Context: an optimization exercise on an open-source flow, tuned for small area. The choices shown serve that exercise and are no tape-out recipe.
In this exercise RTL edits were held to simulation tests only and were not proved equivalent to the original.
Power is estimated from default activity; no workload was simulated.

== JK ==
==> flow/design.v <==
module mod_7seg(
    output logic [0:6] o_segments,
    input  logic [3:0] i_value);
  localparam logic [15:0] SEG_A = 16'b0010100000010010;
  localparam logic [15:0] SEG_B = 16'b1101100001100000;
  localparam logic [15:0] SEG_C = 16'b1101000000000100;
  localparam logic [15:0] SEG_D = 16'b1000010010010010;
  localparam logic [15:0] SEG_E = 16'b0000001010111010;
  localparam logic [15:0] SEG_F = 16'b0010000010001110;
  localparam logic [15:0] SEG_G = 16'b0001000010000011;
  assign o_segments = {SEG_A[i_value], SEG_B[i_value], SEG_C[i_value],
                       SEG_D[i_value], SEG_E[i_value], SEG_F[i_value],
                       SEG_G[i_value]};
endmodule
module mod_byte_display(
    output logic [0:6] o_lcd_upper_nibble,
    output logic [0:6] o_lcd_lower_nibble,
    input  logic [7:0] i_value);
  mod_7seg u_lcd_upper(.o_segments(o_lcd_upper_nibble), .i_value(i_value[7:4]));
  mod_7seg u_lcd_lower(.o_segments(o_lcd_lower_nibble), .i_value(i_value[3:0]));
endmodule
module midi_to_freq(
  input logic [7:0] note,
  output logic [15:0] freq);
  localparam logic [15:0] F0 = 16'b0000010010101000;
  localparam logic [15:0] F1 = 16'b0011010101110100;
  localparam logic [15:0] F2 = 16'b0010010010111100;
  localparam logic [15:0] F3 = 16'b0010111011000000;
  localparam logic [15:0] F4 = 16'b0001110110101000;
  localparam logic [15:0] F5 = 16'b0010100100110000;
  localparam logic [15:0] F6 = 16'b0011000111000000;
  localparam logic [15:0] F7 = 16'b0011111000000000;
  localparam logic [15:0] F8 = 16'b0011111111111100;
  wire [3:0] lo = note[3:0];
  wire hit = note[7:4] == 4'h4;
  assign freq = hit ? {7'b0, F8[lo], F7[lo], F6[lo], F5[lo], F4[lo],
                       F3[lo], F2[lo], F1[lo], F0[lo]} : 16'd0;
endmodule
module midi_custom(
    input  logic       clk,
    input  logic       serial,
    input  logic       rst_n,
    output logic [7:0] note,        
    output logic [7:0] note_now);   
    logic [3:0]  ph;
    logic [1:0]  byte_count;
    localparam logic [10:0] SEED = 11'd1972;
    logic [10:0] count;
    wire is_bit = ~ph[3];
    wire idle   = ph == 4'd10;
    wire start  = ph == 4'd11;
    wire stop   = ph == 4'd9;
    wire half   = (count & 11'b10110011011) == 11'b10110011011;   
    wire full   = (count & 11'b11111011011) == 11'b11100010011;   
    wire wrap   = byte_count == 2'd3;
    wire adv    = idle ? ~serial : is_bit ? full : (start | stop) ? half : 1'b1;
    wire we     = is_bit & full & (byte_count == 2'd1);
    always_comb begin
        note_now = note;
        if (we) note_now[ph[2:0]] = serial;
        if (!rst_n) note_now = 8'b0;
    end
    always_ff @(posedge clk) begin
        note  <= note_now;
        count <= (idle | adv | wrap) ? SEED : {count[9:0], ~(count[10] ^ count[8])};
        if (!rst_n) begin
            ph <= 4'd10;
            byte_count <= 2'd0;
        end else begin
            if (adv) ph <= (ph == 4'd11) ? 4'd0 : ph + 4'd1;
            if (ph == 4'd8) byte_count <= byte_count + 2'd1;
            if (wrap) byte_count <= 2'd0;
        end
    end
endmodule
module leap_in(
    input  logic       clk,
    input  logic       serial,
    input  logic       rst_n,
    output logic [7:0] byte18,
    output logic [7:0] byte19);
    logic [3:0]  ph;
    logic [4:0]  byte_count;
    localparam logic [10:0] SEED = 11'd1972;
    logic [10:0] count;
    wire is_bit = ~ph[3];
    wire idle   = ph == 4'd10;
    wire start  = ph == 4'd11;
    wire stop   = ph == 4'd9;
    wire half   = (count & 11'b10110011011) == 11'b10110011011;   
    wire full   = (count & 11'b11111011011) == 11'b11100010011;   
    wire wrap   = byte_count == 5'd20;
    wire adv    = idle ? ~serial : is_bit ? full : (start | stop) ? half : 1'b1;
    wire we     = is_bit & full;
    always_ff @(posedge clk) begin
        count <= (idle | adv | wrap) ? SEED : {count[9:0], ~(count[10] ^ count[8])};
        if (!rst_n) begin
            ph <= 4'd10;
            byte_count <= 5'd0;
            byte18 <= 8'b0;
            byte19 <= 8'b0;
        end else begin
            if (adv) ph <= (ph == 4'd11) ? 4'd0 : ph + 4'd1;
            if (ph == 4'd8) byte_count <= byte_count + 5'd1;
            if (wrap) byte_count <= 5'd0;
            if (we && byte_count == 5'd18) byte18[ph[2:0]] <= serial;
            if (we && byte_count == 5'd19) byte19[ph[2:0]] <= serial;
        end
    end
endmodule
module test_program(
	input logic CLOCK_50, KEY, SERIAL_IN,
	input logic [6:0] EX_IO,
	output logic [17:0] LEDR,
	output logic debug_out,
	output logic [15:0] o_freq,
	output logic [0:6] o_lcd7_0, o_lcd7_1,o_lcd7_2, o_lcd7_3,o_lcd7_4, o_lcd7_5);
	logic key_d, leap_d, midi_d;
	always_ff @(posedge CLOCK_50) begin
		key_d  <= KEY;
		leap_d <= EX_IO[5];
		midi_d <= EX_IO[6];
	end
	logic [7:0] leap_b18, leap_b19;
	leap_in myleap(
		.clk(CLOCK_50),
		.serial(leap_d),
		.rst_n(key_d),
		.byte18(leap_b18),
		.byte19(leap_b19)
	);
	logic [7:0] note, note_now;
	midi_custom mymidi(
		.clk(CLOCK_50),
		.serial(midi_d),
		.rst_n(key_d),
		.note(note),
		.note_now(note_now)
	);
	assign debug_out = EX_IO[6];
	assign LEDR = 18'b0;
	midi_to_freq get_freq(
		.note(note_now),
		.freq(o_freq)
	);
	mod_byte_display u_7seg_0
		( .o_lcd_upper_nibble(o_lcd7_1),
		.o_lcd_lower_nibble(o_lcd7_0),
		.i_value(leap_b19));
	mod_byte_display u_7seg_1
		( .o_lcd_upper_nibble(o_lcd7_3),
		.o_lcd_lower_nibble(o_lcd7_2),
		.i_value(leap_b18));
	mod_byte_display u_7seg_2
		( .o_lcd_upper_nibble(o_lcd7_5),
		.o_lcd_lower_nibble(o_lcd7_4),
		.i_value(note));
endmodule
==> flow/config.mk <==
export PLATFORM = sky130hd
export DESIGN_NAME = test_program
export DESIGN_NICKNAME = test_program
export VERILOG_FILES = /design/flow/design.v
export SDC_FILE = /design/flow/constraint.sdc
export NUM_CORES = 4
export LEC_CHECK = 0
export ABC_AREA = 1
export CAP_MARGIN = 20
export CORE_MARGIN = 2
export CORE_UTILIZATION = 70
export SLEW_MARGIN = 20
==> flow/constraint.sdc <==
create_clock -name core_clock -period 10.0 [get_ports {CLOCK_50}]
set_input_delay 2.0000 -clock core_clock [delete_from_list [all_inputs] [get_ports {CLOCK_50}]]
set_output_delay 2.0000 -clock core_clock [all_outputs]
set_load 0.01 [all_outputs]
standard.sh (not shown) runs the stock make flow with config.mk's settings and CLKGATE_MAP_FILE= SYNTH_SCRIPT=/design/flow/synth_recipe.tcl, a recipe that flattens the netlist after the stock synthesis.
==> flow/flow/run.sh <==
#!/bin/bash
# The standard flow (standard.sh's make line) with these changes:
#  - synthesis: synth_recipe.tcl with a stronger, area-oriented abc script and
#    no half/full adder cells (flow/synth.tcl, flow/abc_area.script)
#  - one tie cell for all constant outputs
#  - port buffers are buf_1
#  - clock tree from larger sink clusters, without dummy loads
# make's full output goes to make.log; ORFS's own per-step logs stay under orfs/logs.
set -euo pipefail
export OWN_WORK=$PWD
export OWN_ABC_SCRIPT=$PWD/flow/abc_area.script
CTS="-sink_clustering_enable -repair_clock_nets -dont_use_dummy_load -sink_clustering_size 30 -sink_clustering_max_diameter 100 -buf_list {sky130_fd_sc_hd__clkbuf_8 sky130_fd_sc_hd__clkbuf_4}"
sed -e "s|\"\${@:-finish}\"|SYNTH_SCRIPT=\$OWN_WORK/flow/synth.tcl ADDER_MAP_FILE= SKIP_REPAIR_TIE_FANOUT=1 BUFFER_PORTS_ARGS='-buffer_cell sky130_fd_sc_hd__buf_1' CTS_ARGS='$CTS' \"\${@:-finish}\"|" standard.sh > own_standard.sh
bash own_standard.sh > make.log 2>&1
==> flow/flow/abc_area.script <==
strash
&get -n
&deepsyn -T 60
&put
dch -f
map -a
topo
==> flow/flow/synth.tcl <==
# The standard flow's synthesis (synth_recipe.tcl) with abc run on this flow's own script
# and the half/full adder extraction left out (ADDER_MAP_FILE is empty).
proc abc {args} {
  set i [lsearch -exact $args -script]
  if { $i >= 0 } { lset args [expr { $i + 1 }] $::env(OWN_ABC_SCRIPT) }
  yosys abc {*}$args
}
source $::env(OWN_WORK)/synth_recipe.tcl
JK ran to completion and came out clean on the timing, design-rule and antenna checks.
The inputs of MS differ from those of JK as listed below.
--- a/flow/design.v
+++ b/flow/design.v
@@ -45,8 +45,11 @@
     logic [3:0]  ph;
     logic [1:0]  byte_count;
     localparam logic [10:0] SEED = 11'd1972;
     logic [10:0] count;
+    localparam logic [10:0] POL = 11'b10101010101;
+    logic [10:0] cnt_q;
+    assign count = cnt_q ^ POL;
     wire is_bit = ~ph[3];
     wire idle   = ph == 4'd10;
     wire start  = ph == 4'd11;
     wire stop   = ph == 4'd9;
@@ -54,16 +57,19 @@
     wire full   = (count & 11'b11111011011) == 11'b11100010011;   
     wire wrap   = byte_count == 2'd3;
     wire adv    = idle ? ~serial : is_bit ? full : (start | stop) ? half : 1'b1;
     wire we     = is_bit & full & (byte_count == 2'd1);
+    localparam logic [7:0] SPOL = 8'h22;
+    logic [7:0] note_q;
+    assign note = note_q ^ SPOL;
     always_comb begin
         note_now = note;
         if (we) note_now[ph[2:0]] = serial;
         if (!rst_n) note_now = 8'b0;
     end
     always_ff @(posedge clk) begin
-        note  <= note_now;
-        count <= (idle | adv | wrap) ? SEED : {count[9:0], ~(count[10] ^ count[8])};
+        note_q <= note_now ^ SPOL;
+        cnt_q <= POL ^ ((idle | adv | wrap) ? SEED : {count[9:0], ~(count[10] ^ count[8])});
         if (!rst_n) begin
             ph <= 4'd10;
             byte_count <= 2'd0;
         end else begin
@@ -78,12 +84,20 @@
     input  logic       serial,
     input  logic       rst_n,
     output logic [7:0] byte18,
     output logic [7:0] byte19);
+    localparam logic [7:0] SPOL = 8'h22;
+    logic [7:0] b18_q, b19_q;
+    logic [7:0] b18_d, b19_d;
+    assign byte18 = b18_q ^ SPOL;
+    assign byte19 = b19_q ^ SPOL;
     logic [3:0]  ph;
     logic [4:0]  byte_count;
     localparam logic [10:0] SEED = 11'd1972;
     logic [10:0] count;
+    localparam logic [10:0] POL = 11'b10101010101;
+    logic [10:0] cnt_q;
+    assign count = cnt_q ^ POL;
     wire is_bit = ~ph[3];
     wire idle   = ph == 4'd10;
     wire start  = ph == 4'd11;
     wire stop   = ph == 4'd9;
@@ -91,21 +105,29 @@
     wire full   = (count & 11'b11111011011) == 11'b11100010011;   
     wire wrap   = byte_count == 5'd20;
     wire adv    = idle ? ~serial : is_bit ? full : (start | stop) ? half : 1'b1;
     wire we     = is_bit & full;
+    always_comb begin
+        b18_d = byte18;
+        b19_d = byte19;
+        if (we && byte_count == 5'd18) b18_d[ph[2:0]] = serial;
+        if (we && byte_count == 5'd19) b19_d[ph[2:0]] = serial;
+        if (!rst_n) begin
+            b18_d = 8'b0;
+            b19_d = 8'b0;
+        end
+    end
     always_ff @(posedge clk) begin
-        count <= (idle | adv | wrap) ? SEED : {count[9:0], ~(count[10] ^ count[8])};
+        b18_q <= b18_d ^ SPOL;
+        b19_q <= b19_d ^ SPOL;
+        cnt_q <= POL ^ ((idle | adv | wrap) ? SEED : {count[9:0], ~(count[10] ^ count[8])});
         if (!rst_n) begin
             ph <= 4'd10;
             byte_count <= 5'd0;
-            byte18 <= 8'b0;
-            byte19 <= 8'b0;
         end else begin
             if (adv) ph <= (ph == 4'd11) ? 4'd0 : ph + 4'd1;
             if (ph == 4'd8) byte_count <= byte_count + 5'd1;
             if (wrap) byte_count <= 5'd0;
-            if (we && byte_count == 5'd18) byte18[ph[2:0]] <= serial;
-            if (we && byte_count == 5'd19) byte19[ph[2:0]] <= serial;
         end
     end
 endmodule
 module test_program(
Results
- Wire length of the first global-routing pass came out lower on MS than on JK.
- Looking at sum of net half-perimeters after detailed placement, MS sits 0.77% lower than JK does.
- From JK to MS the numbers moved as follows: detailed-route vias per instance went up by 1.8%, inserted tap cell count went down by about 20%.
- Per the comparison of MS with JK, clock power share went up; share of total power in combinational logic went down; final critical-path setup slack went up; worst endpoint data arrival time went down.
- Portion of total power attributed to sequential cells | MS above JK
- Fraction of final layout cells with drive strength greater than 1 delta for MS relative to JK: 0.64 points lower
- In MS the power turned out 2.7% lower than in JK.
- On MS: initial core utilization is 0.15 points lower than what JK gave.

[afterwards: timing with drivers on the ports]
No port has a modelled driver above. Below, the same layouts with a new extraction and two added sets of constraints. Step 1: set_driving_cell puts a clkbuf_16 on CLOCK_50 and a buf_2 on each other input, an assumption about the parent block. Step 2, shift: input delay + t, output delay - t, t = (earliest + latest rising clock arrival at the registers) / 2. This alone moves slack from input paths to output paths. Three values: no drivers, after step 1, after step 2; two values: the first two.
run	shift t [ns]	setup slack, ns	worst hold slack (ns)	clock arrival spread, ns	slew at the worst register clock pin (ns)
JK	0.353	4.598 / 4.573 / 4.926	0.408 / 0.408 / 0.408	0.027 / 0.027	0.07 / 0.07
MS	0.353	4.725 / 4.697 / 5.050	0.376 / 0.376 / 0.376	0.019 / 0.019	0.07 / 0.07
After both steps every run listed still meets setup and hold.
